This is an optimization exercise on Yosys and OpenROAD, whose aim is small area, a short achievable clock period and few clock cycles per item, not a production implementation. Only simulation tests tie the RTL to the original design; equivalence was not proved.

===== design/flow/design.v =====
module divider (input wire [31:0] dividend, divisor, output reg [31:0] quotient);
  reg [32:0] temp;
  integer i;
  always @ (*) begin
    quotient = 0;
    temp = 0;
    for (i=31; i>=0; i=i-1) begin
      temp = {temp[31:0], dividend[i]};
      if (temp >= {1'b0, divisor}) begin
        temp = temp - {1'b0, divisor};
        quotient[i] = 1'b1;
      end else
        quotient[i] = 1'b0;
    end
  end
endmodule
module divider_top (
  input  wire        clk,
  input  wire        rst,
  input  wire        start,
  input  wire [31:0] dividend,
  input  wire [31:0] divisor,
  output wire        ready,
  output reg         done,
  output reg  [31:0] quotient
);
  reg [31:0] dividend_r;
  reg [31:0] divisor_r;
  reg        valid_r;
  wire [31:0] q;
  always @(posedge clk) begin
    if (rst) begin
      valid_r <= 1'b0;
      done    <= 1'b0;
    end else begin
      valid_r <= start;
      done    <= valid_r;
    end
  end
  always @(posedge clk) begin
    if (start) begin
      dividend_r <= dividend;
      divisor_r  <= divisor;
    end
    if (valid_r)
      quotient <= q;
  end
  divider u_div (.dividend(dividend_r), .divisor(divisor_r), .quotient(q));
  assign ready = 1'b1;
endmodule

===== design/flow/run.sh =====
#!/bin/bash
# synth_recipe.tcl (not shown) runs the flow's synth.tcl, then flattens the netlist and writes it again
# the make line also repeats each setting of config.mk as NAME=value (left out here)
make -C /OpenROAD-flow-scripts/flow DESIGN_CONFIG=/design/flow/config.mk WORK_HOME=/design/flow/orfs CLKGATE_MAP_FILE= SYNTH_SCRIPT=/design/flow/synth_recipe.tcl finish

===== design/flow/config.mk =====
export PLATFORM = sky130hd
export DESIGN_NAME = divider_top
export DESIGN_NICKNAME = divider_top
export VERILOG_FILES = /design/flow/design.v
export SDC_FILE = /design/flow/constraint.sdc
export NUM_CORES = 4
export LEC_CHECK = 0
export CAP_MARGIN = 20
export CORE_MARGIN = 2
export CORE_UTILIZATION = 40
export SLEW_MARGIN = 20

===== design/flow/constraint.sdc =====
create_clock -name core_clock -period 130.0 [get_ports {clk}]
set_input_delay 26.0000 -clock core_clock [delete_from_list [all_inputs] [get_ports {clk}]]
set_output_delay 26.0000 -clock core_clock [all_outputs]
set_load 0.01 [all_outputs]

==> results of run 1 <==
==> cell usage in the layout, fill, tap and decap left out, types with 53 or more instances in the layout <==
cell               n
nand2_1          689
o21a_1           114
nor2_1           822
o21ai_1          150
o21bai_1          55
buf_4            764
inv_1            568
nor4_1            63
a21boi_1          84
nand3_1          157
xor2_1           192
a21o_1           290
xnor2_1          374
and3_1            69
nor2b_1          123
a21boi_0         117
a21oi_2           53
o21ai_2           86
ha_1             967
mux2_2           547
nand4_1          194
edfxtp_1          96
nor3_1           139
clkdlybuf4s50_1   98
o21ai_0          514
mux2i_1          107
nand2b_1         109
a21oi_1          531
==> logic make-up (layout without fill, tap and decap cells) <==
group | count (synthesis) | after routing
and+or+nand+nor | 2625 | 2625
muxes | 717 | 717
adders and majority gates | 1023 | 1023
DFF | 98 | 98
buffers and inverters | 798 | 1530
AOI/OAI and AO/OA | 2578 | 2578
other | 1 | 7
xor gates and xnor gates | 566 | 566
==> sequential cells by signal (all words and copies together), names as in the netlist <==
| name | flops |
|---|---|
| dividend_r | 32 |
| divisor_r | 32 |
| done | 1 |
| quotient | 32 |
| valid_r | 1 |
==> per-layer routing <==
metal,part of all wire (%),global-route usage [%],vias up
li1,-,-,32500
met1,45,44.2,32300
met2,44,51.6,2525
met3,6.9,3.12,453
met4,4.2,12.0,4
met5,0.011,0,-
==> timing repair <==
item,CTS,global route
resized for setup,89,529
pin swaps,18,276
cloned,0,5
setup endpoints to repair,2,3
hold buffers,0,0
setup buffers,11,84
==> cell usage after synthesis (142+ instances only) <==
library cell | count | area (sq um)
o21ai_0 | 742 | 3710
a21boi_0 | 250 | 1880
a21oi_1 | 585 | 2930
nand3_1 | 161 | 806
xnor2_1 | 374 | 3280
nand2_1 | 697 | 2620
nor3_1 | 142 | 711
mux2_2 | 549 | 6180
ha_1 | 993 | 12400
nor2_1 | 840 | 3150
inv_1 | 602 | 2260
xor2_1 | 192 | 1680
a21o_1 | 290 | 2180
nand4_1 | 194 | 1210
==> through the flow <==
step           setup WS [ns]  instances
4_1_cts               0.0344      11100
2_1_floorplan         0.0196       8406
3_5_place_dp           -3.54      11100
5_1_grt               -0.928      11200
6_report                7.87      11200
3_3_place_gp          -0.764      11100
==> cell type report <==
cell class / count / area, sq um / area share (%)
antenna: 6 / 15.0 / 0.0208
sequential: 98 / 2930 / 4.05
multi-input combinational: 7510 / 57000 / 78.8
inverter: 620 / 2370 / 3.27
tap: 2030 / 2540 / 3.51
clock buffer: 9 / 225 / 0.311
timing repair buffer: 893 / 7190 / 9.94
timing repair inverter: 1 / 6.26 / 0.00865
clock inverter: 7 / 53.8 / 0.0744
==> reports/qor.csv, run 1 <==
stage,metric,value,unit
setup_path,reg2reg start,divisor_r[29]$_DFFE_PP_,
clock_network,CTS H-Tree Depth,3,
synth,Post-synth EDFFs,96,
setup_path,required time of the critical path,130.26,ns
hold_path,worst hold start,valid_r$_SDFF_PP0_,
setup_path,cell mode on critical path,o21ai_1,
timing,Rel. slew slack,21.1,%
clock_network,clock transition at the registers of the reported paths,0.12,ns
detailed_routing,WL/cell,23.7,microns
setup_path,CP Capture Type,flop,
setup_path,Critical path origin,divisor_r[29]$_DFFE_PP_,
place,global placer's final weighted congestion,0.976,
hold_path,Hold Path Class,reg2reg,
detailed_routing,Post-Route WL,265,mm
place,PortBufs,99,
synth,"flops & latches, synth",98,
layout,Finished Cell Area,72300,sq um
floorplanning,Die Footprint,156000,sq um
setup_path,CP startpoint kind,flop,
setup_path,FF-to-FF End,quotient[0]$_DFFE_PP_,
timing,# setup viols final,0,
floorplanning,Core Footprint,152000,sq um
detailed_routing,DR pass1 iterations,8,
layout,Filler cells,15400,
timing,clk_skew,0.0408,ns
setup_path,WS Path Type,reg2reg,
detailed_routing,via count,67700,
floorplanning,Die W,394,microns
detailed_routing,Iteration-0 DRC Markers,6443,
synth,Netlist cell types,120,
clock_network,Root Driver,clkbuf_16,
timing,Max Slew Vio Count,0,
layout,area grow syn2layout,18.7,%
floorplanning,Starting Density,40.2,%
synth,adder-cell share of the synthesized area,21.4,%
timing,fin crit period,122.13,ns
place,post-placement cell area,69400,sq um
setup_path,WP data arrival,122.39,ns
setup_path,worst-path maximum fanout,17,
setup_path,CP endpoint,quotient[0]$_DFFE_PP_,
synth,sequential fraction of the synthesis area,4.79,%
clock_network,CTS buffer count,9,
clock_network,worst-case clock buffer depth,2,
clock_network,Skew-Pair Late Insertion Delay,0.53,ns
synth,XOR/XNOR share of the synthesized area,8.13,%
timing,Slew @ Worst Pin,1.17,ns
synth,Post-Syn Area,61000,sq um
synth,average size of a mapped cell,7.25,sq um
setup_path,slowest cell on the critical path,or4_1,
place,post-DP HPWL,211,mm
global_routing,largest net degree at the start of global routing,46,
floorplanning,cell row count,143,
setup_path,critical path depth,723,
timing,fin crit share,93.9,%
setup_path,R2R setup slack,7.87,ns
synth,simple-gate share of the synthesized area,20.3,%
floorplanning,IO Pins,101,
setup_path,reg2reg path depth,723,
timing,Max Clk Rate,0.00819,GHz
global_routing,initial antenna violation count,17,
timing,Fin Hold WS,0.957,ns
synth,post-synthesis mux area share,13.1,%
run_status,status,finished clean,
setup_path,worst path bufs/invs,56,
layout,final core occ,47.7,%
timing,Setup TNS,0,ns
global_routing,vias in the first global route,62500,
synth,Compound-Gate Fraction of Synth Area,27.2,%
setup_path,CP max stage delay,0.55,ns
synth,largest family of logic cells by synthesized area,compound AO/OA/AOI/OAI gates,
flow_run,max-capacitance violation count,0,
hold_path,Worst Hold Path EP,quotient[17]$_DFFE_PP_,
detailed_routing,residual DRC count,0,
setup_path,crit-path leading delay family,compound AO/OA/AOI/OAI gates,
timing,Final Hold Violating Endpoints,0,
layout,fin nets,10200,
detailed_routing,routed vias/inst,6.06,
global_routing,GRT overflow,0,
clock_network,TritonCTS clock tree,built,
synth,post-synthesis cell count,8406,
global_routing,first-pass GRT wire length,385,mm
global_routing,GRT Resource Usage Total,32.1,%
floorplanning,Die H,394,microns
layout,share of layout cells above drive strength 1,21.0,%
clock_network,Sinks on Clock Net,98,
detailed_routing,Final ANT Viol Nets,0,
synth,Synth Flop Type,edfxtp_1,
synth,async set or reset register ratio after synthesis,0,%
synth,Synth Warn #,2,
hold_path,worst hold stages,0,
Testbench counts, summed over its fixed seeds: cycles 3,208, items 3,200.
==> run 2: changes to the inputs <==
==> design/flow/design.v (replaced) <==
module divider #(parameter S = 8, parameter W = 32 + S - 1, parameter STYLE = 0) (
  input  wire [31:0]  rem_in,
  input  wire [W-1:0] d,
  output wire [31:0]  rem_out,
  output wire [S-1:0] qbits
);
  wire [31:0] r [0:S];
  assign r[0] = rem_in;
  genvar t, i;
  generate
    for (t = 0; t < S; t = t + 1) begin : step
      wire [W-1:0] y = d >> t;
      wire         ovf;
      if (W - 1 >= 32 + t) begin : hi
        assign ovf = |y[W-1:32];
      end else begin : nohi
        assign ovf = 1'b0;
      end
      wire [31:0] diff;
      wire        nb;    
      if (STYLE == 0) begin : op
        wire [32:0] dd = {1'b0, r[t]} - {1'b0, y[31:0]};
        assign diff = dd[31:0];
        assign nb = ~dd[32];
      end else begin : rip
        wire [32:0] c;
        assign c[0] = 1'b1;
        for (i = 0; i < 32; i = i + 1) begin : b
          wire a = r[t][i];
          wire bb = ~y[i];
          assign diff[i] = a ^ bb ^ c[i];
          assign c[i+1] = (a & bb) | (a & c[i]) | (bb & c[i]);
        end
        assign nb = c[32];
      end
      wire        ge = nb & ~ovf;
      assign r[t+1] = ge ? diff : r[t];
      assign qbits[S-1-t] = ge;
    end
  endgenerate
  assign rem_out = r[S];
endmodule
module divider_top (
  input  wire        clk,
  input  wire        rst,
  input  wire        start,
  input  wire [31:0] dividend,
  input  wire [31:0] divisor,
  output wire        ready,
  output reg         done,
  output reg  [31:0] quotient
);
  localparam S  = 8;
  localparam W  = 32 + S - 1;
  localparam K  = (32 + S - 1) / S;           
  localparam CW = (K > 16) ? 5 : (K > 8) ? 4 : (K > 4) ? 3 : (K > 2) ? 2 : 1;
  reg  [31:0]   rem_r;     
  reg  [31:0]   q_r;       
  reg  [W-1:0]  d_r;       
  reg  [CW-1:0] cnt_r;     
  reg           busy_r;
  reg           ready_r;
  reg [CW-1:0] z;
  integer c;
  always @(*) begin
    z = K - 1;
    for (c = K - 2; c >= 0; c = c - 1)
      if ((divisor >> (32 - S * (c + 1))) != 32'd0) z = c;
  end
  wire [31:0] dnorm = divisor << (S * z);
  wire [31:0]  rem_n;
  wire [S-1:0] qb;
  divider #(.S(S)) u_div (.rem_in(rem_r), .d(d_r), .rem_out(rem_n), .qbits(qb));
  wire [31:0] q_n = (q_r << S) | qb;
  wire last   = (cnt_r == 0);
  wire accept = start & ready_r & ~rst;
  always @(posedge clk) begin
    if (ready_r) begin
      rem_r <= dividend;
      q_r   <= 32'd0;
      d_r   <= {dnorm, {(S-1){1'b0}}};
    end else begin
      rem_r <= rem_n;
      q_r   <= q_n;
      d_r   <= d_r >> S;
    end
    quotient <= q_n;
  end
  always @(posedge clk) begin
    if (rst) begin
      busy_r  <= 1'b0;
      done    <= 1'b0;
      ready_r <= 1'b1;
      cnt_r   <= 0;
    end else begin
      done <= busy_r & last;
      if (accept) begin
        busy_r  <= 1'b1;
        cnt_r   <= z;
        ready_r <= (z == 0);
      end else begin
        busy_r  <= busy_r & ~last;
        cnt_r   <= cnt_r - 1'b1;
        ready_r <= ~busy_r | last | (cnt_r == 1);
      end
    end
  end
  assign ready = ready_r;
endmodule
==> reports/qor.csv, run 2 <==
stage,metric,value,unit,change
global_routing,initial antenna violation count,2,,was 17
place,global placer's final weighted congestion,0.986,,was 0.976
synth,Post-synth EDFFs,0,,was 96
clock_network,post_cts resized,0,,was 89
layout,fin nets,3320,,was 10200
detailed_routing,residual DRC count,0,,unchanged
clock_network,CTS Hold Bufs,0,,unchanged
synth,adder-cell share of the synthesized area,15.9,%,was 21.4%
floorplanning,Die W,235,microns,was 394 microns
setup_path,WS Path Type,reg2reg,,unchanged
clock_network,CTS buffer count,17,,was 9
layout,final core occ,44.9,%,was 47.7%
setup_path,slowest cell on the critical path,o21ai_4,,was or4_1
layout,"commonest cells after routing, fill and taps aside","a21oi_1, nand2_1, ha_1",,"was ha_1, nor2_1, buf_4"
timing,clk_skew,0.0216,ns,was 0.0408 ns
flow_run,max-capacitance violation count,0,,unchanged
synth,average size of a mapped cell,7.23,sq um,was 7.25 sq um
place,post-DP HPWL,67.3,mm,was 211 mm
synth,"area leader, netlist",ha_1,,unchanged
timing,fin crit period,28.58,ns,was 122.13 ns
layout,Final Non-Filler Cells,3688,,was 11200
run_status,status,finished clean,,unchanged
global_routing,first-pass GRT wire length,127,mm,was 385 mm
setup_path,required time of the critical path,130.32,ns,was 130.26 ns
detailed_routing,routed vias/inst,6.29,,was 6.06
synth,sequential fraction of the synthesis area,12.4,%,was 4.79%
global_routing,largest net degree at the start of global routing,60,,was 46
clock_network,"Setup Fix Bufs, Post-CTS",0,,was 11
layout,Largest regs,"d_r (39), quotient (32), rem_r (32)",,"was dividend_r (32), divisor_r (32), quotient (32)"
detailed_routing,Final ANT Viol Nets,0,,unchanged
timing,Final Hold Violating Endpoints,0,,unchanged
global_routing,GRT overflow,0,,unchanged
hold_path,worst hold stages,0,,unchanged
setup_path,CP Capture Type,flop,,unchanged
global_routing,GRT Resource Usage Total,29.9,%,was 32.1%
timing,Rel. slew slack,42.8,%,was 21.1%
place,Placed Cells,3656,,was 11100
place,PortBufs,100,,was 99
detailed_routing,DR pass1 iterations,6,,was 8
floorplanning,cell row count,84,,was 143
synth,Synth Warn #,2,,unchanged
timing,Max Slew Vio Count,0,,unchanged
place,Setup WS pre-CTS,101.29,ns,was -3.54 ns
floorplanning,Die H,235,microns,was 394 microns
clock_network,Root Driver,clkbuf_16,,unchanged
timing,# setup viols final,0,,unchanged
synth,Synth top cells by count,"a21oi_1, nand2_1, ha_1, nor2_1, o21ai_0",,"was ha_1, nor2_1, o21ai_0, nand2_1, inv_1"
detailed_routing,WL/cell,22.6,microns,was 23.7 microns
setup_path,worst-path maximum fanout,50,,was 17
timing,Slew @ Worst Pin,0.850,ns,was 1.17 ns
synth,XOR/XNOR share of the synthesized area,7.95,%,was 8.13%
clock_network,CTS H-Tree Depth,4,,was 3
detailed_routing,Post-Route WL,83.4,mm,was 265 mm
timing,fin crit share,22.0,%,was 93.9%
timing,final worst slack,101.42,ns,was 7.87 ns
floorplanning,Die Footprint,55000,sq um,was 156000 sq um
synth,most common cell in the netlist,a21oi_1,,was ha_1
clock_network,TritonCTS clock tree,built,,unchanged
clock_network,worst-case clock buffer depth,2,,unchanged
layout,"commonest non-fill, non-tap cell in the layout",a21oi_1,,was ha_1
synth,post-synthesis cell count,2942,,was 8406
synth,Post-Syn Area,21300,sq um,was 61000 sq um
synth,share of the synthesized area in the top cell type,15.2,%,was 20.4%
synth,largest family of logic cells by synthesized area,compound AO/OA/AOI/OAI gates,,unchanged
layout,"Most flops, register",d_r,,
layout,Filler cells,5327,,was 15400
layout,area grow syn2layout,11.0,%,was 18.7%
synth,post-synthesis mux area share,3.82,%,was 13.1%
timing,RSZ-0062 raised after global routing,false,,
layout,ANT cells,0,,was 6
synth,Netlist cell types,102,,was 120
setup_path,cell mode on critical path,buf_4,,was o21ai_1
setup_path,reg2reg path depth,98,,was 723
layout,share of layout cells above drive strength 1,5.90,%,was 21.0%
layout,max FFs per register,39,,
setup_path,WP data arrival,28.91,ns,was 122.39 ns
setup_path,CP max stage delay,0.71,ns,was 0.55 ns
clock_network,Skew-Pair Late Insertion Delay,0.48,ns,was 0.53 ns
setup_path,CP startpoint kind,flop,,unchanged
synth,simple-gate share of the synthesized area,20.6,%,was 20.3%
synth,Synth Flop Type,dfxtp_1,,was edfxtp_1
floorplanning,Starting Density,40.5,%,was 40.2%
floorplanning,Core Footprint,52600,sq um,was 152000 sq um
clock_network,Sinks on Clock Net,132,,was 98
detailed_routing,via count,23200,,was 67700
clock_network,clock transition at the registers of the reported paths,0.08,ns,was 0.12 ns
synth,async set or reset register ratio after synthesis,0,%,unchanged
synth,Compound-Gate Fraction of Synth Area,34.2,%,was 27.2%
floorplanning,IO Pins,101,,unchanged
timing,Setup TNS,0,ns,unchanged
global_routing,vias in the first global route,22000,,was 62500
hold_path,Hold Path Class,reg2reg,,unchanged
synth,"flops & latches, synth",132,,was 98
synth,Synth area leaders,"ha_1, dfxtp_1, a21oi_1",,"was ha_1, mux2_2, o21ai_0"
detailed_routing,Iteration-0 DRC Markers,2685,,was 6443
timing,Max Clk Rate,0.0350,GHz,was 0.00819 GHz
-- run 2: critical path: cells and delay by family (launching register included) --
kind	cells	cell delay (ns)
fa+ha+maj	10	3.44
mux	1	0.46
buf+inv	22	5.73
flops	1	0.39
simple gates	21	5.34
compound gates	44	12.77
-- run 2: path summary, 6_finish.rpt --
kind                                              to               start  slack (ns)
worst max-delay path                rem_r[0]$_DFF_P_   d_r[4]$_SDFF_PP0_      101.42
worst min-delay path            quotient[28]$_DFF_P_  q_r[20]$_SDFF_PP0_        0.32
worst max register to register      rem_r[0]$_DFF_P_   d_r[4]$_SDFF_PP0_      101.42
worst min register to register  quotient[28]$_DFF_P_  q_r[20]$_SDFF_PP0_        0.32
-- run 2: area by class of cell --
class	count	area, sq um	share of cell area, %
clock buffers	18	439	1.86
clock inverters	14	153	0.647
inverters	160	603	2.55
multi-input cells	2533	17600	74.5
flip-flops and latches	132	2650	11.2
well taps	688	861	3.65
repair buffers	143	1320	5.61
-- run 2: cell families (layout without fill, tap and decap cells) --
family	after synthesis	after routing
XOR/XNOR	193	193
flip-flops	132	132
multiplexers	76	76
AND/OR/NAND/NOR	920	920
buffers and inverters	277	335
adder cells (fa/ha/maj)	266	266
AO/OA/AOI/OAI	1078	1078
-- run 2: layer usage --
metal,vias to the layer above,GRT usage (%),part of all wire (%)
met4,0,9.08,2.7
met5,-,0,0
met2,1130,49.6,46
met1,10900,39.4,43
met3,156,5.26,9.1
li1,11000,-,-
-- run 2: through the flow --
stage / area [sq um] / hold WS (ns)
floorplan: 21300 / 0.310
global placement: 23000 / 0.310
detailed placement: 23000 / 0.312
CTS: 23600 / 0.322
global route: 23600 / 0.327
finish: 23600 / 0.319
Testbench counts of run 2, summed over its fixed seeds: cycles 7,980, items 3,200.
==> run 3: changes to the inputs <==
==> design/flow/design.v (replaced) <==
module divider #(parameter S = 8, parameter G = 4, parameter LOCAL = 0) (
  input  wire [31:0]  rem_in,
  input  wire [31:0]  d,
  output wire [31:0]  rem_out,
  output wire [S-1:0] qbits
);
  localparam NG = 32 / G;
  wire [31:0] r [0:S];
  assign r[0] = rem_in;
  genvar t, i, j;
  generate
    for (t = 0; t < S; t = t + 1) begin : step
      localparam SH = S - 1 - t;
      wire [31:0] y = d << SH;
      wire        ovf;
      if (SH > 0) begin : hi
        assign ovf = |d[31:32-SH];
      end else begin : nohi
        assign ovf = 1'b0;
      end
      wire [31:0] p = r[t] ~^ y;
      wire [31:0] g = r[t] & ~y;
      wire [NG:0] gc;
      wire [31:0] c;
      assign gc[0] = 1'b1;
      for (i = 0; i < NG; i = i + 1) begin : grp
        wire [G-1:0] pg, gg;
        assign pg[0] = p[G*i];
        assign gg[0] = g[G*i];
        for (j = 1; j < G; j = j + 1) begin : pre
          assign gg[j] = g[G*i+j] | p[G*i+j] & gg[j-1];
          assign pg[j] = p[G*i+j] & pg[j-1];
        end
        assign gc[i+1] = gg[G-1] | pg[G-1] & gc[i];
        assign c[G*i] = gc[i];
        for (j = 1; j < G; j = j + 1) begin : lc
          if (LOCAL == 0) begin : la
            assign c[G*i+j] = gg[j-1] | pg[j-1] & gc[i];
          end else begin : rp
            assign c[G*i+j] = g[G*i+j-1] | p[G*i+j-1] & c[G*i+j-1];
          end
        end
      end
      wire [31:0] diff = p ^ c;
      wire        ge = gc[NG] & ~ovf;
      assign r[t+1] = ge ? diff : r[t];
      assign qbits[S-1-t] = ge;
    end
  endgenerate
  assign rem_out = r[S];
endmodule
module divider_top (
  input  wire        clk,
  input  wire        rst,
  input  wire        start,
  input  wire [31:0] dividend,
  input  wire [31:0] divisor,
  output wire        ready,
  output reg         done,
  output reg  [31:0] quotient
);
  localparam S  = 8;
  localparam K  = (32 + S - 1) / S;           
  localparam CW = (K > 16) ? 5 : (K > 8) ? 4 : (K > 4) ? 3 : (K > 2) ? 2 : 1;
  reg  [31:0]   rem_r;     
  reg           first_r;   
  reg  [31:0]   d_r;       
  reg  [CW-1:0] cnt_r;     
  reg           busy_r;
  reg           ready_r;
  reg [CW-1:0] z;
  integer c;
  always @(*) begin
    z = K - 1;
    for (c = K - 2; c >= 0; c = c - 1)
      if ((divisor >> (32 - S * (c + 1))) != 32'd0) z = c;
  end
  wire [31:0] dnorm = divisor << (S * z);
  wire [31:0]  rem_n;
  wire [S-1:0] qb;
  divider #(.S(S), .G(4), .LOCAL(0)) u_div (.rem_in(rem_r), .d(d_r), .rem_out(rem_n), .qbits(qb));
  wire [31:0] q_n = (first_r ? 32'd0 : (quotient << S)) | qb;
  wire last   = (cnt_r == 0);
  wire accept = start & ready_r & ~rst;
  always @(posedge clk) begin
    if (ready_r) begin
      rem_r <= dividend;
      d_r   <= dnorm;
    end else begin
      rem_r <= rem_n;
      d_r   <= d_r >> S;
    end
    first_r  <= ready_r;
    quotient <= q_n;
  end
  always @(posedge clk) begin
    if (rst) begin
      busy_r  <= 1'b0;
      done    <= 1'b0;
      ready_r <= 1'b1;
      cnt_r   <= 0;
    end else begin
      done <= busy_r & last;
      if (accept) begin
        busy_r  <= 1'b1;
        cnt_r   <= z;
        ready_r <= (z == 0);
      end else begin
        busy_r  <= busy_r & ~last;
        cnt_r   <= cnt_r - 1'b1;
        ready_r <= ~busy_r | last | (cnt_r == 1);
      end
    end
  end
  assign ready = ready_r;
endmodule
==> reports/qor.csv, run 3 <==
stage,metric,value,unit,change
run_status,status,finished clean,,unchanged
timing,RSZ-0062 raised after global routing,false,,unchanged
place,global placer's final weighted congestion,0.946,,was 0.986
synth,average size of a mapped cell,7.97,sq um,was 7.23 sq um
layout,Multi-input gate area,13600,sq um,was 17600 sq um
timing,Max Clk Rate,0.0350,GHz,about the same
setup_path,CP max stage delay,0.76,ns,was 0.71 ns
floorplanning,Starting Density,40.4,%,was 40.5%
global_routing,GRT overflow,0,,unchanged
setup_path,CP Capture Type,flop,,unchanged
synth,Netlist cell types,94,,was 102
detailed_routing,Iteration-0 DRC Markers,1385,,was 2685
setup_path,WP data arrival,28.77,ns,was 28.91 ns
layout,Final Non-Filler Cells,2673,,was 3688
flow_run,max-capacitance violation count,0,,unchanged
detailed_routing,via count,15900,,was 23200
detailed_routing,routed vias/inst,5.96,,was 6.29
synth,"flops & latches, synth",102,,was 132
global_routing,first-pass GRT wire length,86.7,mm,was 127 mm
global_routing,largest net degree at the start of global routing,60,,unchanged
clock_network,CTS Hold Bufs,0,,unchanged
timing,Rel. slew slack,35.3,%,was 42.8%
setup_path,worst path bufs/invs,22,,unchanged
synth,most common cell in the netlist,ha_1,,was a21oi_1
clock_network,"Setup Fix Bufs, Post-CTS",0,,unchanged
detailed_routing,residual DRC count,0,,unchanged
layout,"commonest non-fill, non-tap cell in the layout",ha_1,,was a21oi_1
global_routing,initial antenna violation count,2,,unchanged
synth,async set or reset register ratio after synthesis,0,%,unchanged
setup_path,CP startpoint kind,flop,,unchanged
synth,share of the synthesized area in the top cell type,17.8,%,was 15.2%
timing,Final Hold Violating Endpoints,0,,unchanged
timing,Max Slew Vio Count,0,,unchanged
layout,"commonest cells after routing, fill and taps aside","ha_1, nand2_1, a21oi_1",,"was a21oi_1, nand2_1, ha_1"
setup_path,reg2reg path depth,95,,was 98
synth,Post-synth EDFFs,1,,was 0
place,post-DP HPWL,46.5,mm,was 67.3 mm
clock_network,CTS buffer count,9,,was 17
timing,Setup TNS,0,ns,unchanged
hold_path,worst hold stages,2,,was 0
setup_path,slowest cell on the critical path,nor2_1,,was o21ai_4
synth,Synth Warn #,2,,unchanged
synth,Synth Flop Type,dfxtp_1,,unchanged
synth,post-synthesis cell count,2061,,was 2942
synth,Post-Syn Area,16400,sq um,was 21300 sq um
floorplanning,cell row count,74,,was 84
timing,clk_skew,0.0202,ns,was 0.0216 ns
timing,Fin Hold WS,0.438,ns,was 0.319 ns
detailed_routing,WL/cell,21.3,microns,was 22.6 microns
setup_path,WS Path Type,reg2reg,,unchanged
floorplanning,Core Footprint,40600,sq um,was 52600 sq um
layout,final core occ,45.2,%,was 44.9%
floorplanning,Die W,207,microns,was 235 microns
synth,Synth area leaders,"ha_1, dfxtp_1, fa_1",,"was ha_1, dfxtp_1, a21oi_1"
synth,Synth top cells by count,"ha_1, nand2_1, a21oi_1, nor2_1, inv_1",,"was a21oi_1, nand2_1, ha_1, nor2_1, o21ai_0"
detailed_routing,Final ANT Viol Nets,0,,unchanged
layout,register area,2060,sq um,was 2650 sq um
synth,sequential fraction of the synthesis area,12.5,%,was 12.4%
timing,Slew @ Worst Pin,0.970,ns,was 0.850 ns
clock_network,worst-case clock buffer depth,2,,unchanged
hold_path,worst hold start,busy_r$_SDFF_PP0_,,was q_r[20]$_SDFF_PP0_
floorplanning,Die Footprint,42700,sq um,was 55000 sq um
detailed_routing,Post-Route WL,57.0,mm,was 83.4 mm
place,Placed Cells,2656,,was 3656
setup_path,FF-to-FF End,rem_r[14]$_DFF_P_,,was rem_r[0]$_DFF_P_
setup_path,Critical path origin,d_r[14]$_DFF_P_,,was d_r[4]$_SDFF_PP0_
timing,fin crit period,28.54,ns,was 28.58 ns
hold_path,Hold Path Class,reg2reg,,unchanged
setup_path,R2R setup slack,101.46,ns,was 101.42 ns
hold_path,Worst Hold Path EP,done$_SDFF_PP0_,,was quotient[28]$_DFF_P_
detailed_routing,DR pass1 iterations,5,,was 6
layout,Filler cells,3986,,was 5327
clock_network,clock transition at the registers of the reported paths,0.08,ns,about the same
clock_network,CTS H-Tree Depth,3,,was 4
place,PortBufs,100,,unchanged
layout,area grow syn2layout,11.9,%,was 11.0%
clock_network,post_cts resized,0,,unchanged
setup_path,cell mode on critical path,buf_4,,unchanged
layout,fin nets,2489,,was 3320
synth,"area leader, netlist",ha_1,,unchanged
setup_path,reg2reg start,d_r[14]$_DFF_P_,,was d_r[4]$_SDFF_PP0_
setup_path,worst-path maximum fanout,46,,was 50
clock_network,Root Driver,clkbuf_16,,unchanged
global_routing,GRT Resource Usage Total,26.7,%,was 29.9%
timing,# setup viols final,0,,unchanged
clock_network,Sinks on Clock Net,102,,was 132
timing,fin crit share,22.0,%,about the same
global_routing,vias in the first global route,15200,,was 22000
floorplanning,IO Pins,101,,unchanged
setup_path,required time of the critical path,130.23,ns,was 130.32 ns
setup_path,crit-path leading delay family,compound AO/OA/AOI/OAI gates,,unchanged
layout,share of layout cells above drive strength 1,6.64,%,was 5.90%
clock_network,Skew-Pair Late Insertion Delay,0.40,ns,was 0.48 ns
floorplanning,Die H,207,microns,was 235 microns
clock_network,TritonCTS clock tree,built,,unchanged
layout,Largest regs,"d_r (32), quotient (32), rem_r (32)",,"was d_r (39), quotient (32), rem_r (32)"
==> run 3: cell count changes in the layout (fill, tap and decap cells not counted), sizes merged, moves of 27 or more <==
cell,delta
fa,+45
a31oi,-27
xnor2,-37
o21ai,-56
inv,-32
a21o,-49
nor2,-105
nand2,-117
a21oi,-140
dfxtp,-31
==> run 3: metal layers <==
layer,wire length [microns],track usage [%],up-vias
met4,1700,9.11,0
met3,3880,4.19,69
met1,26900,38.1,7556
met2,24500,40.8,541
met5,0,0,-
li1,-,-,7757
==> run 3: per-stage QoR <==
step	setup slack (ns)	area [sq um]
final	101.46	18400
after global routing	99.87	18400
after CTS	101.80	18400
after detailed placement	101.56	18000
after global placement	101.29	18000
after floorplan	101.63	16400
==> run 3: worst max path at each step <==
stage,cells past startpoint,slack (ns),endpoint
2_1_floorplan,6,101.63,d_r[21]$_DFF_P_
3_3_place_gp,6,101.29,d_r[18]$_DFF_P_
3_5_place_dp,6,101.56,d_r[21]$_DFF_P_
4_1_cts,95,101.80,rem_r[20]$_DFF_P_
5_1_grt,95,99.87,rem_r[20]$_DFF_P_
6_report,95,101.46,rem_r[14]$_DFF_P_
==> run 3: worst register-to-register path: cells and delay by family, from the launching register on <==
family | cells | cell delay (ns)
compound gates | 47 | 13.21
simple gates | 17 | 5.31
buf+inv | 22 | 6.07
mux | 1 | 0.38
flops | 1 | 0.65
fa+ha+maj | 8 | 2.74
==> run 3: cells by family (layout without fill, tap and decap cells) <==
| logic type | after synthesis | count (layout) | synth area share (%) |
|---|---|---|---|
| AOI/OAI and AO/OA | 670 | 670 | 27.9 |
| and+or+nand+nor | 550 | 550 | 15.8 |
| adders and majority gates | 287 | 287 | 24.3 |
| buffers and inverters | 205 | 281 | 4.96 |
| xor gates and xnor gates | 145 | 145 | 7.73 |
| DFF | 102 | 102 | 12.5 |
| muxes | 101 | 101 | 6.83 |
| other | 1 | 5 | 0.0228 |
==> run 3: cell type report <==
cell class                      count  area share [%]
Multi-Input combinational cell   1757            74.0
Antenna cell                        1          0.0136
Timing Repair Buffer              128            6.59
Sequential cell                   102            11.2
Inverter                          137            2.80
Clock inverter                      5           0.429
Clock buffer                       11            1.38
Tap cell                          532            3.62
Testbench counts of run 3, summed over its fixed seeds: cycles 7,980, items 3,200.
==> run 4: changes to the inputs <==
--- a/design/flow/config.mk
+++ b/design/flow/config.mk
@@ -7,5 +7,5 @@
 export LEC_CHECK = 0
 export CAP_MARGIN = 20
 export CORE_MARGIN = 2
-export CORE_UTILIZATION = 40
+export CORE_UTILIZATION = 65
 export SLEW_MARGIN = 20
==> reports/qor.csv, run 4 <==
stage,metric,value,unit,change
setup_path,worst path bufs/invs,18,,was 22
layout,fin nets,2482,,was 2489
place,PortBufs,100,,unchanged
timing,# setup viols final,0,,unchanged
setup_path,WP data arrival,29.15,ns,was 28.77 ns
clock_network,TritonCTS clock tree,built,,unchanged
floorplanning,Starting Density,65.8,%,was 40.4%
timing,Fin Hold WS,0.446,ns,was 0.438 ns
flow_run,max-capacitance violation count,0,,unchanged
setup_path,required time of the critical path,130.21,ns,was 130.23 ns
global_routing,GRT Resource Usage Total,40.9,%,was 26.7%
timing,RSZ-0062 raised after global routing,false,,unchanged
global_routing,GRT overflow,0,,unchanged
layout,area grow syn2layout,9.86,%,was 11.9%
layout,"commonest non-fill, non-tap cell in the layout",ha_1,,unchanged
timing,Max Clk Rate,0.0346,GHz,was 0.0350 GHz
synth,"flops & latches, synth",102,,unchanged
clock_network,worst-case clock buffer depth,2,,unchanged
global_routing,met1 usage,49.3,%,was 38.1%
synth,Synth top cells by count,"ha_1, nand2_1, a21oi_1, nor2_1, inv_1",,unchanged
clock_network,Sinks on Clock Net,102,,unchanged
layout,"commonest cells after routing, fill and taps aside","ha_1, nand2_1, a21oi_1",,unchanged
setup_path,cell mode on critical path,inv_1,,was buf_4
setup_path,crit-path leading delay family,compound AO/OA/AOI/OAI gates,,unchanged
place,Setup WS pre-CTS,101.55,ns,was 101.56 ns
synth,share of the synthesized area in the top cell type,17.8,%,unchanged
synth,Synth Warn #,2,,unchanged
global_routing,GRT met3 Usage,6.82,%,was 4.19%
clock_network,clock transition at the registers of the reported paths,0.08,ns,about the same
timing,Slew @ Worst Pin,1.09,ns,was 0.970 ns
layout,final core occ,72.3,%,was 45.2%
clock_network,CTS buffer count,9,,unchanged
synth,async set or reset register ratio after synthesis,0,%,unchanged
timing,fin crit share,22.3,%,was 22.0%
hold_path,Hold Path Class,reg2reg,,unchanged
global_routing,largest net degree at the start of global routing,73,,was 60
synth,sequential fraction of the synthesis area,12.5,%,unchanged
clock_network,Skew-Pair Late Insertion Delay,0.37,ns,was 0.40 ns
detailed_routing,DR pass1 iterations,7,,was 5
synth,most common cell in the netlist,ha_1,,unchanged
clock_network,"Setup Fix Bufs, Post-CTS",0,,unchanged
setup_path,CP Capture Type,flop,,unchanged
global_routing,GR Layer Usage met2,65.6,%,was 40.8%
detailed_routing,residual DRC count,0,,unchanged
timing,Max Slew Vio Count,0,,unchanged
floorplanning,Die Footprint,26600,sq um,was 42700 sq um
synth,Netlist cell types,94,,unchanged
detailed_routing,routed vias/inst,6.70,,was 5.96
detailed_routing,via count,16500,,was 15900
clock_network,CTS H-Tree Depth,3,,unchanged
global_routing,busiest grt layer,met2,,unchanged
place,Placed Cells,2447,,was 2656
setup_path,CP startpoint kind,flop,,unchanged
timing,Final Hold Violating Endpoints,0,,unchanged
global_routing,initial antenna violation count,1,,was 2
place,global placer's final weighted congestion,1.02,,was 0.946
floorplanning,Die H,163,microns,was 207 microns
synth,"area leader, netlist",ha_1,,unchanged
synth,average size of a mapped cell,7.97,sq um,unchanged
floorplanning,Core Footprint,25000,sq um,was 40600 sq um
synth,Post-Syn Area,16400,sq um,unchanged
timing,fin crit period,28.94,ns,was 28.54 ns
place,post-DP HPWL,44.8,mm,was 46.5 mm
floorplanning,cell row count,58,,was 74
timing,Rel. slew slack,26.8,%,was 35.3%
global_routing,first-pass GRT wire length,84.3,mm,was 86.7 mm
timing,clk_skew,0.0177,ns,was 0.0202 ns
setup_path,worst-path maximum fanout,47,,was 46
place,post-placement cell area,17700,sq um,was 18000 sq um
clock_network,Root Driver,clkbuf_16,,unchanged
detailed_routing,Final ANT Viol Nets,0,,unchanged
setup_path,CP max stage delay,0.83,ns,was 0.76 ns
clock_network,CTS Hold Bufs,0,,unchanged
setup_path,slowest cell on the critical path,o311ai_0,,was nor2_1
layout,Filler cells,2015,,was 3986
clock_network,post_cts resized,0,,unchanged
layout,Final Non-Filler Cells,2464,,was 2673
detailed_routing,Iteration-0 DRC Markers,1490,,was 1385
layout,share of layout cells above drive strength 1,6.33,%,was 6.64%
run_status,status,finished clean,,unchanged
floorplanning,IO Pins,101,,unchanged
synth,Post-synth EDFFs,1,,unchanged
layout,Largest regs,"d_r (32), quotient (32), rem_r (32)",,unchanged
detailed_routing,Post-Route WL,54.7,mm,was 57.0 mm
global_routing,vias in the first global route,15800,,was 15200
synth,Synth Flop Type,dfxtp_1,,unchanged
layout,Finished Cell Area,18000,sq um,was 18400 sq um
synth,Synth area leaders,"ha_1, dfxtp_1, fa_1",,unchanged
timing,final worst slack,101.06,ns,was 101.46 ns
setup_path,WS Path Type,reg2reg,,unchanged
floorplanning,Die W,163,microns,was 207 microns
synth,post-synthesis cell count,2061,,unchanged
detailed_routing,WL/cell,22.2,microns,was 21.3 microns
timing,Setup TNS,0,ns,unchanged
[run 4: cell counts after synthesis]
Identical to the previous run, type by type.
[run 4: worst min-delay path: cells and delay by family, from the launching register on]
kind	cells	cell delay (ns)
flip-flops	1	0.32
AND/OR/NAND/NOR	2	0.09
[run 4: routing by layer]
metal | share of wire, % | vias up | wire (microns)
met2 | 44 | 812 | 24300
met5 | 0 | - | 0
met1 | 39 | 7757 | 21400
met3 | 8.1 | 205 | 4450
li1 | - | 7732 | -
met4 | 8.2 | 0 | 4500
[run 4: cell families (layout without fill, tap and decap cells)]
group | count (synthesis) | count (layout) | share of synthesized area [%]
buffers and inverters | 205 | 274 | 4.96
adders and majority gates | 287 | 287 | 24.3
other | 1 | 5 | 0.0228
xor gates and xnor gates | 145 | 145 | 7.73
DFF | 102 | 102 | 12.5
muxes | 101 | 101 | 6.83
and+or+nand+nor | 550 | 550 | 15.8
AOI/OAI and AO/OA | 670 | 670 | 27.9
[run 4: area by class of cell]
class                           instances  area (sq um)  area share, %
Multi-Input combinational cell       1757         13600           75.3
Sequential cell                       102          2060           11.4
Timing Repair Buffer                  121          1160           6.42
Inverter                              137           514           2.85
Tap cell                              330           413           2.29
Clock buffer                            9           225           1.25
Clock inverter                          7          85.1          0.472
Antenna cell                            1          2.50         0.0139
[run 4: final timing paths]
| check | cells past startpoint | start | slack [ns] | end |
|---|---|---|---|---|
| setup / recovery | 88 | d_r[14]$_DFF_P_ | 101.06 | rem_r[11]$_DFF_P_ |
| hold / removal | 2 | busy_r$_SDFF_PP0_ | 0.45 | done$_SDFF_PP0_ |
| setup reg to reg | 88 | d_r[14]$_DFF_P_ | 101.06 | rem_r[11]$_DFF_P_ |
| hold reg to reg | 2 | busy_r$_SDFF_PP0_ | 0.45 | done$_SDFF_PP0_ |
==> run 5: changes to the inputs <==
--- a/design/flow/config.mk
+++ b/design/flow/config.mk
@@ -5,7 +5,8 @@
 export SDC_FILE = /design/flow/constraint.sdc
 export NUM_CORES = 4
 export LEC_CHECK = 0
+export ABC_AREA = 1
 export CAP_MARGIN = 20
 export CORE_MARGIN = 2
-export CORE_UTILIZATION = 65
+export CORE_UTILIZATION = 40
 export SLEW_MARGIN = 20
==> reports/qor.csv, run 5 <==
stage,metric,value,unit,change
detailed_routing,DR pass1 iterations,6,,was 7
detailed_routing,Final ANT Viol Nets,0,,unchanged
timing,Max Slew Vio Count,0,,unchanged
setup_path,reg2reg path depth,190,,was 88
clock_network,Sinks on Clock Net,102,,unchanged
clock_network,CTS buffer count,9,,unchanged
synth,share of the synthesized area in the top cell type,17.6,%,was 17.8%
clock_network,Skew-Pair Late Insertion Delay,0.39,ns,was 0.37 ns
setup_path,FF-to-FF End,rem_r[16]$_DFF_P_,,was rem_r[11]$_DFF_P_
hold_path,Hold Path Class,reg2reg,,unchanged
clock_network,CTS Hold Bufs,0,,unchanged
global_routing,GRT overflow,0,,unchanged
place,post-DP HPWL,39.7,mm,was 44.8 mm
setup_path,reg2reg start,d_r[2]$_DFF_P_,,was d_r[14]$_DFF_P_
global_routing,GRT Resource Usage Total,22.7,%,was 40.9%
clock_network,CTS H-Tree Depth,3,,unchanged
setup_path,slowest cell on the critical path,nor2_1,,was o311ai_0
setup_path,CP Capture Type,flop,,unchanged
layout,Final Non-Filler Cells,3144,,was 2464
synth,most common cell in the netlist,nand2_1,,was ha_1
synth,average size of a mapped cell,6.55,sq um,was 7.97 sq um
timing,fin crit period,28.58,ns,was 28.94 ns
layout,fin nets,2961,,was 2482
timing,clk_skew,0.0236,ns,was 0.0177 ns
place,global placer's final weighted congestion,0.896,,was 1.02
clock_network,TritonCTS clock tree,built,,unchanged
synth,"flops & latches, synth",102,,unchanged
floorplanning,Die W,208,microns,was 163 microns
synth,Post-synth EDFFs,1,,unchanged
floorplanning,IO Pins,101,,unchanged
place,PortBufs,100,,unchanged
synth,Netlist cell types,52,,was 94
clock_network,Root Driver,clkbuf_16,,unchanged
clock_network,"Setup Fix Bufs, Post-CTS",0,,unchanged
detailed_routing,met2 routed wirelength,24.7,mm,was 24.3 mm
global_routing,initial antenna violation count,1,,unchanged
synth,Synth area leaders,"ha_1, nand2_1, dfxtp_1",,"was ha_1, dfxtp_1, fa_1"
layout,share of layout cells above drive strength 1,8.77,%,was 6.33%
layout,area grow syn2layout,10.0,%,was 9.86%
global_routing,largest net degree at the start of global routing,48,,was 73
timing,RSZ-0062 raised after global routing,false,,unchanged
synth,sequential fraction of the synthesis area,12.3,%,was 12.5%
synth,Synth Flop Type,dfxtp_1,,unchanged
synth,Synth Warn #,2,,unchanged
setup_path,WP data arrival,28.85,ns,was 29.15 ns
place,Placed Cells,3128,,was 2447
timing,# setup viols final,0,,unchanged
detailed_routing,max layer used,met4,,unchanged
timing,Final Hold Violating Endpoints,0,,unchanged
hold_path,worst hold stages,2,,unchanged
timing,Max Clk Rate,0.0350,GHz,was 0.0346 GHz
layout,ANT cells,0,,was 1
hold_path,Worst Hold Path EP,quotient[15]$_SDFF_PP0_,,was done$_SDFF_PP0_
clock_network,post_cts resized,0,,unchanged
detailed_routing,residual DRC count,0,,unchanged
timing,Setup TNS,0,ns,unchanged
setup_path,CP cell instances,clkdlybuf4s50_1 > or4_1 > nor2_1 > inv_1 > nor2_1 > inv_1 > nand2_1 > o21bai_1 > o21ai_0,,
setup_path,CP startpoint kind,input port,,was flop
detailed_routing,Post-Route WL,49.9,mm,was 54.7 mm
floorplanning,cell row count,74,,was 58
setup_path,required time of the critical path,130.26,ns,was 130.21 ns
run_status,status,finished clean,,unchanged
detailed_routing,WL/cell,15.9,microns,was 22.2 microns
global_routing,vias in the first global route,15600,,was 15800
layout,Largest regs,"d_r (32), quotient (32), rem_r (32)",,unchanged
timing,fin crit share,22.0,%,was 22.3%
synth,Post-Syn Area,16600,sq um,was 16400 sq um
synth,Synth top cells by count,"nand2_1, inv_1, nand3_1, ha_1, nor2_1",,"was ha_1, nand2_1, a21oi_1, nor2_1, inv_1"
hold_path,worst hold start,quotient[7]$_DFF_P_,,was busy_r$_SDFF_PP0_
layout,"commonest cells after routing, fill and taps aside","nand2_1, inv_1, nand3_1",,"was ha_1, nand2_1, a21oi_1"
layout,"commonest non-fill, non-tap cell in the layout",nand2_1,,was ha_1
detailed_routing,DRT met1 WL,21.5,mm,was 21.4 mm
detailed_routing,via count,16400,,was 16500
setup_path,WS Path Type,in2reg,,was reg2reg
timing,Rel. slew slack,41.0,%,was 26.8%
global_routing,first-pass GRT wire length,79.0,mm,was 84.3 mm
floorplanning,Starting Density,40.6,%,was 65.8%
setup_path,worst-path maximum fanout,18,,was 47
floorplanning,Core Footprint,40900,sq um,was 25000 sq um
detailed_routing,routed vias/inst,5.23,,was 6.70
detailed_routing,Iteration-0 DRC Markers,1021,,was 1490
setup_path,R2R setup slack,105.26,ns,was 101.06 ns
clock_network,clock transition at the registers of the reported paths,0.09,ns,was 0.08 ns
timing,Slew @ Worst Pin,0.885,ns,was 1.09 ns
synth,async set or reset register ratio after synthesis,0,%,unchanged
clock_network,worst-case clock buffer depth,2,,unchanged
layout,final core occ,44.7,%,was 72.3%
synth,post-synthesis cell count,2539,,was 2061
synth,"area leader, netlist",ha_1,,unchanged
floorplanning,Die Footprint,43200,sq um,was 26600 sq um
floorplanning,Die H,208,microns,was 163 microns
setup_path,Critical path origin,divisor[25],,was d_r[14]$_DFF_P_
setup_path,CP max stage delay,0.61,ns,was 0.83 ns
detailed_routing,met3 WL,1.62,mm,was 4.45 mm
flow_run,max-capacitance violation count,0,,unchanged
run 5: cell count changes in the layout (fill, tap and decap cells not counted), sizes merged, moves of 36 or more:
cell / before / now
nand2: 169 / 744
nand3: 47 / 343
inv: 140 / 368
a21o: 62 / 1
o21a: 54 / 0
xnor2: 85 / 31
mux2i: 52 / 0
mux2: 49 / 0
o21ai: 125 / 77
a211oi: 40 / 2
nor2b: 36 / 0
run 5: kinds of logic (layout without fill, tap and decap cells):
logic type	count (synthesis)	after routing	synth area share, %
AOI/OAI and AO/OA	266	266	9.37
and+or+nand+nor	1363	1363	38.6
buffers and inverters	427	497	10.8
DFF	102	102	12.3
other	1	4	0.0225
xor gates and xnor gates	93	93	4.90
adders and majority gates	287	287	24.0
run 5: metal layers:
| metal | track usage [%] | vias up |
|---|---|---|
| met5 | 0 | - |
| met4 | 9.56 | 0 |
| met3 | 2.63 | 87 |
| met2 | 41.4 | 328 |
| met1 | 26.7 | 7667 |
| li1 | - | 8358 |
run 5: metrics by stage:
step,cell area [sq um],hold slack (ns),setup slack [ns]
finish,18300,0.419,101.42
global placement,18000,0.406,101.09
detailed placement,18000,0.410,101.09
floorplan,16600,0.417,102.35
CTS,18300,0.424,101.50
global route,18300,0.438,101.16
run 5: critical path: cells and delay by family:
family | cells | cell delay, ns
buf+inv | 3 | 0.71
compound gates | 2 | 0.31
simple gates | 4 | 1.84
run 5: layout make-up:
class	instances	area (sq um)
inverters	365	1370
clock buffers	10	229
multi-input cells	2013	12800
flip-flops and latches	102	2060
clock inverters	6	65.1
well taps	532	666
fillers	4324	22600
repair buffers	116	1120
run 5: worst max path at each step:
stage,endpoint,depth (start not counted),slack (ns)
floorplan,d_r[17]$_DFF_P_,8,102.35
global placement,d_r[25]$_SDFF_PN0_,9,101.09
detailed placement,d_r[25]$_SDFF_PN0_,9,101.09
CTS,d_r[25]$_SDFF_PN0_,9,101.50
global route,d_r[13]$_DFF_P_,10,101.16
finish,d_r[25]$_SDFF_PN0_,9,101.42
==> run 6: changes to the inputs <==
--- a/design/flow/design.v
+++ b/design/flow/design.v
@@ -5,9 +5,10 @@
   output wire [S-1:0] qbits
 );
   localparam NG = 32 / G;
+  localparam LV = (NG > 16) ? 5 : (NG > 8) ? 4 : (NG > 4) ? 3 : (NG > 2) ? 2 : 1;
   wire [31:0] r [0:S];
   assign r[0] = rem_in;
-  genvar t, i, j;
+  genvar t, i, j, lv;
   generate
     for (t = 0; t < S; t = t + 1) begin : step
       localparam SH = S - 1 - t;
@@ -23,6 +24,23 @@
       wire [NG:0] gc;
       wire [31:0] c;
       assign gc[0] = 1'b1;
+      wire [NG-1:0] GGa, GPa;
+      wire [NG-1:0] GL [0:LV];
+      wire [NG-1:0] PL [0:LV];
+      assign GL[0] = {GGa[NG-1:1], GGa[0] | GPa[0]};
+      assign PL[0] = GPa;
+      for (lv = 0; lv < LV; lv = lv + 1) begin : lvl
+        for (i = 0; i < NG; i = i + 1) begin : nd
+          if ((i >> lv) & 1) begin : cmb
+            localparam integer SRC = ((i >> lv) << lv) - 1;
+            assign GL[lv+1][i] = GL[lv][i] | PL[lv][i] & GL[lv][SRC];
+            assign PL[lv+1][i] = PL[lv][i] & PL[lv][SRC];
+          end else begin : pass
+            assign GL[lv+1][i] = GL[lv][i];
+            assign PL[lv+1][i] = PL[lv][i];
+          end
+        end
+      end
       for (i = 0; i < NG; i = i + 1) begin : grp
         wire [G-1:0] pg, gg;
         assign pg[0] = p[G*i];
@@ -31,7 +49,13 @@
           assign gg[j] = g[G*i+j] | p[G*i+j] & gg[j-1];
           assign pg[j] = p[G*i+j] & pg[j-1];
         end
-        assign gc[i+1] = gg[G-1] | pg[G-1] & gc[i];
+        assign GGa[i] = gg[G-1];
+        assign GPa[i] = pg[G-1];
+        if (LOCAL == 2) begin : pfx
+          assign gc[i+1] = GL[LV][i];
+        end else begin : rip
+          assign gc[i+1] = gg[G-1] | pg[G-1] & gc[i];
+        end
         assign c[G*i] = gc[i];
         for (j = 1; j < G; j = j + 1) begin : lc
           if (LOCAL == 0) begin : la
@@ -59,7 +83,7 @@
   output reg         done,
   output reg  [31:0] quotient
 );
-  localparam S  = 8;
+  localparam S  = 7;
   localparam K  = (32 + S - 1) / S;           
   localparam CW = (K > 16) ? 5 : (K > 8) ? 4 : (K > 4) ? 3 : (K > 2) ? 2 : 1;
   reg  [31:0]   rem_r;     
@@ -75,7 +99,12 @@
     for (c = K - 2; c >= 0; c = c - 1)
       if ((divisor >> (32 - S * (c + 1))) != 32'd0) z = c;
   end
-  wire [31:0] dnorm = divisor << (S * z);
+  reg [31:0] dnorm;
+  always @(*) begin
+    dnorm = 32'd0;
+    for (c = 0; c < K; c = c + 1)
+      if (z == c) dnorm = divisor << (S * c);
+  end
   wire [31:0]  rem_n;
   wire [S-1:0] qb;
   divider #(.S(S), .G(4), .LOCAL(0)) u_div (.rem_in(rem_r), .d(d_r), .rem_out(rem_n), .qbits(qb));
--- a/design/flow/config.mk
+++ b/design/flow/config.mk
@@ -5,7 +5,6 @@
 export SDC_FILE = /design/flow/constraint.sdc
 export NUM_CORES = 4
 export LEC_CHECK = 0
-export ABC_AREA = 1
 export CAP_MARGIN = 20
 export CORE_MARGIN = 2
 export CORE_UTILIZATION = 40
==> reports/qor.csv, run 6 <==
stage,metric,value,unit,change
timing,Final Hold Violating Endpoints,0,,unchanged
setup_path,reg2reg path depth,78,,was 190
timing,fin crit period,28.34,ns,was 28.58 ns
setup_path,FF-to-FF End,rem_r[11]$_DFF_P_,,was rem_r[16]$_DFF_P_
setup_path,CP startpoint kind,input port,,unchanged
layout,"commonest cells after routing, fill and taps aside","ha_1, nor2_1, a21oi_1",,"was nand2_1, inv_1, nand3_1"
setup_path,crit-path leading delay family,simple AND/OR/NAND/NOR gates,,unchanged
synth,most common cell in the netlist,ha_1,,was nand2_1
detailed_routing,routed vias/inst,5.95,,was 5.23
setup_path,required time of the critical path,130.31,ns,was 130.26 ns
clock_network,post_cts resized,0,,unchanged
timing,Max Clk Rate,0.0353,GHz,was 0.0350 GHz
layout,area grow syn2layout,11.7,%,was 10.0%
layout,share of layout cells above drive strength 1,6.88,%,was 8.77%
detailed_routing,residual DRC count,0,,unchanged
synth,sequential fraction of the synthesis area,13.8,%,was 12.3%
floorplanning,cell row count,70,,was 74
setup_path,worst path bufs/invs,2,,was 3
floorplanning,Die W,198,microns,was 208 microns
layout,fin nets,2281,,was 2961
global_routing,initial antenna violation count,5,,was 1
timing,Slew @ Worst Pin,0.959,ns,was 0.885 ns
timing,final worst slack,101.66,ns,was 101.42 ns
synth,average size of a mapped cell,7.95,sq um,was 6.55 sq um
clock_network,CTS H-Tree Depth,3,,unchanged
synth,Post-Syn Area,15000,sq um,was 16600 sq um
timing,clk_skew,0.0119,ns,was 0.0236 ns
detailed_routing,WL/cell,20.8,microns,was 15.9 microns
layout,Largest regs,"d_r (32), quotient (32), rem_r (32)",,unchanged
layout,Finished Cell Area,16700,sq um,was 18300 sq um
setup_path,CP cell instances,clkdlybuf4s50_1 > nor4_1 > and2_1 > nand3_1 > nor3b_1 > buf_4 > nor2_1 > or3_1 > a21oi_1,,was clkdlybuf4s50_1 > or4_1 > nor2_1 > inv_1 > nor2_1 > inv_1 > nand2_1 > o21bai_1 > o21ai_0
run_status,status,finished clean,,unchanged
place,post-DP HPWL,41.8,mm,was 39.7 mm
place,PortBufs,100,,unchanged
layout,"commonest non-fill, non-tap cell in the layout",ha_1,,was nand2_1
synth,"area leader, netlist",ha_1,,unchanged
setup_path,Critical path origin,divisor[22],,was divisor[25]
synth,async set or reset register ratio after synthesis,0,%,unchanged
clock_network,CTS buffer count,9,,unchanged
setup_path,R2R setup slack,104.36,ns,was 105.26 ns
clock_network,Skew-Pair Late Insertion Delay,0.38,ns,was 0.39 ns
detailed_routing,Final ANT Viol Nets,0,,unchanged
synth,Synth area leaders,"ha_1, dfxtp_1, fa_1",,"was ha_1, nand2_1, dfxtp_1"
detailed_routing,Iteration-0 DRC Markers,1058,,was 1021
timing,Rel. slew slack,35.2,%,was 41.0%
floorplanning,Starting Density,40.8,%,was 40.6%
clock_network,CTS Hold Bufs,0,,unchanged
synth,Post-synth EDFFs,1,,unchanged
clock_network,clock transition at the registers of the reported paths,0.08,ns,was 0.09 ns
synth,Synth Warn #,2,,unchanged
synth,Netlist cell types,104,,was 52
floorplanning,IO Pins,101,,unchanged
place,global placer's final weighted congestion,0.901,,was 0.896
setup_path,worst-path maximum fanout,12,,was 18
clock_network,Root Driver,clkbuf_16,,unchanged
hold_path,worst hold start,busy_r$_SDFF_PP0_,,was quotient[7]$_DFF_P_
global_routing,first-pass GRT wire length,78.8,mm,was 79.0 mm
synth,post-synthesis cell count,1886,,was 2539
global_routing,largest net degree at the start of global routing,68,,was 48
place,post-placement cell area,16400,sq um,was 18000 sq um
timing,# setup viols final,0,,unchanged
clock_network,"Setup Fix Bufs, Post-CTS",0,,unchanged
setup_path,reg2reg start,d_r[0]$_DFF_P_,,was d_r[2]$_DFF_P_
setup_path,CP Capture Type,flop,,unchanged
hold_path,Worst Hold Path EP,done$_SDFF_PP0_,,was quotient[15]$_SDFF_PP0_
global_routing,GRT overflow,0,,unchanged
synth,share of the synthesized area in the top cell type,17.5,%,was 17.6%
timing,Max Slew Vio Count,0,,unchanged
global_routing,GRT Resource Usage Total,26.2,%,was 22.7%
detailed_routing,via count,14500,,was 16400
floorplanning,Die H,198,microns,was 208 microns
synth,Synth top cells by count,"ha_1, nor2_1, a21oi_1, inv_1, nand2_1",,"was nand2_1, inv_1, nand3_1, ha_1, nor2_1"
timing,RSZ-0062 raised after global routing,false,,unchanged
setup_path,slowest cell on the critical path,clkdlybuf4s50_1,,was nor2_1
place,Setup WS pre-CTS,101.23,ns,was 101.09 ns
timing,Setup TNS,0,ns,unchanged
flow_run,max-capacitance violation count,0,,unchanged
synth,"flops & latches, synth",103,,was 102
setup_path,WP data arrival,28.65,ns,was 28.85 ns
timing,fin crit share,21.8,%,was 22.0%
setup_path,CP max stage delay,0.48,ns,was 0.61 ns
clock_network,worst-case clock buffer depth,2,,unchanged
hold_path,worst hold stages,2,,unchanged
floorplanning,Die Footprint,39100,sq um,was 43200 sq um
global_routing,vias in the first global route,14100,,was 15600
setup_path,WS Path Type,in2reg,,unchanged
floorplanning,Core Footprint,36800,sq um,was 40900 sq um
detailed_routing,DR pass1 iterations,6,,unchanged
synth,Synth Flop Type,dfxtp_1,,unchanged
clock_network,Sinks on Clock Net,103,,was 102
clock_network,TritonCTS clock tree,built,,unchanged
hold_path,Hold Path Class,reg2reg,,unchanged
detailed_routing,Post-Route WL,50.5,mm,was 49.9 mm
==> run 6: changes by cell type after synthesis, moves of 49 or more <==
cell / change
a21o_1: +49
nand2_1: -535
nand3_2: -52
nand2_2: -60
o21ai_0: +56
inv_1: -217
nand3_1: -255
==> run 6: area by class of cell <==
| cell class | count | area [sq um] |
|---|---|---|
| multi-input cells | 1593 | 12200 |
| clock inverters | 4 | 55.1 |
| well taps | 468 | 586 |
| fillers | 3711 | 20000 |
| flip-flops and latches | 103 | 2070 |
| inverters | 135 | 509 |
| diodes | 1 | 2.50 |
| clock buffers | 11 | 243 |
| repair buffers | 115 | 1110 |
==> run 6: worst max path at each step <==
stage                     endpoint  slack, ns  depth (start not counted)
2_1_floorplan      d_r[24]$_DFF_P_     102.38                          8
3_3_place_gp    d_r[28]$_SDFF_PN0_     100.86                          7
3_5_place_dp    d_r[28]$_SDFF_PN0_     101.23                          7
4_1_cts         d_r[28]$_SDFF_PN0_     101.60                          7
5_1_grt        cnt_r[0]$_SDFF_PP0_     101.29                          9
6_report       cnt_r[0]$_SDFF_PP0_     101.66                          9
==> run 6: kinds of logic (layout without fill, tap and decap cells) <==
| kind of cell | Yosys count | after routing | synth area share (%) |
|---|---|---|---|
| buffers and inverters | 192 | 265 | 5.25 |
| AND/OR/NAND/NOR | 534 | 534 | 17.0 |
| flip-flops | 103 | 103 | 13.8 |
| XOR/XNOR | 122 | 122 | 7.13 |
| other | 1 | 4 | 0.0250 |
| multiplexers | 76 | 76 | 5.60 |
| adder cells (fa/ha/maj) | 257 | 257 | 23.8 |
| AO/OA/AOI/OAI | 601 | 601 | 27.4 |
==> run 6: layer usage <==
metal	vias up	track usage, %	share of wire, %
met5	-	0	0.069
met2	475	40.4	43
met1	6875	36.5	47
li1	7015	-	-
met4	4	11.2	4.0
met3	81	3.67	6.1
==> run 6: worst register-to-register path, delay by kind of cell (launching register included) <==
family,cells,cell delay (ns)
buffers and inverters,18,5.15
adders and majority gates,8,2.67
AOI/OAI and AO/OA,36,11.68
and+or+nand+nor,13,4.36
DFF,1,0.56
muxes,3,1.05
==> run 6: stage by stage <==
step	util (%)	hold slack [ns]	std cells
CTS	45.5	0.441	2429
detailed placement	44.7	0.428	2414
floorplan	-	0.417	1888
finish	45.5	0.442	2430
global placement	44.7	0.432	2414
global route	45.5	0.472	2429
Testbench counts of run 6, summed over its fixed seeds: cycles 8,917, items 3,200.

[separate check: timing with driven ports]
How much do the figures lean on ideal ports? The routed layouts below were timed once more, with nothing changed but the port constraints. Step 1: set_driving_cell puts a clkbuf_16 on clk and a buf_2 on each other input, an assumption about the parent block. Step 2 also shifts input and output timing later by t, the mid clock arrival at the registers, as if the neighbouring blocks saw the same clock. a / b / c = ideal / step 1 / step 2; a / b = the first two.
run | shift t [ns] | slack for setup (ns) | hold slack, ns | latest minus earliest clock arrival (ns) | worst data-port slew with drivers (ns)
run 1 | 0.576 | 7.872 / 7.872 / 7.872 | 0.957 / 0.957 / 0.957 | 0.041 / 0.041 | 0.14
run 2 | 0.526 | 101.418 / 101.418 / 101.260 | 0.319 / 0.319 / 0.319 | 0.021 / 0.021 | 0.06
run 3 | 0.442 | 101.463 / 101.463 / 101.463 | 0.438 / 0.438 / 0.438 | 0.020 / 0.020 | 0.05
run 4 | 0.412 | 101.063 / 101.063 / 101.063 | 0.446 / 0.446 / 0.446 | 0.018 / 0.018 | 0.11
run 5 | 0.431 | 101.418 / 101.448 / 101.017 | 0.419 / 0.419 / 0.419 | 0.024 / 0.023 | 0.06
run 6 | 0.433 | 101.661 / 101.698 / 101.264 | 0.442 / 0.442 / 0.442 | 0.013 / 0.013 | 0.08
After both steps every run listed still meets setup and hold. For run 5, which loses most, drivers alone change the setup slack by +0.030 ns; drivers and shift together by -0.401 ns.
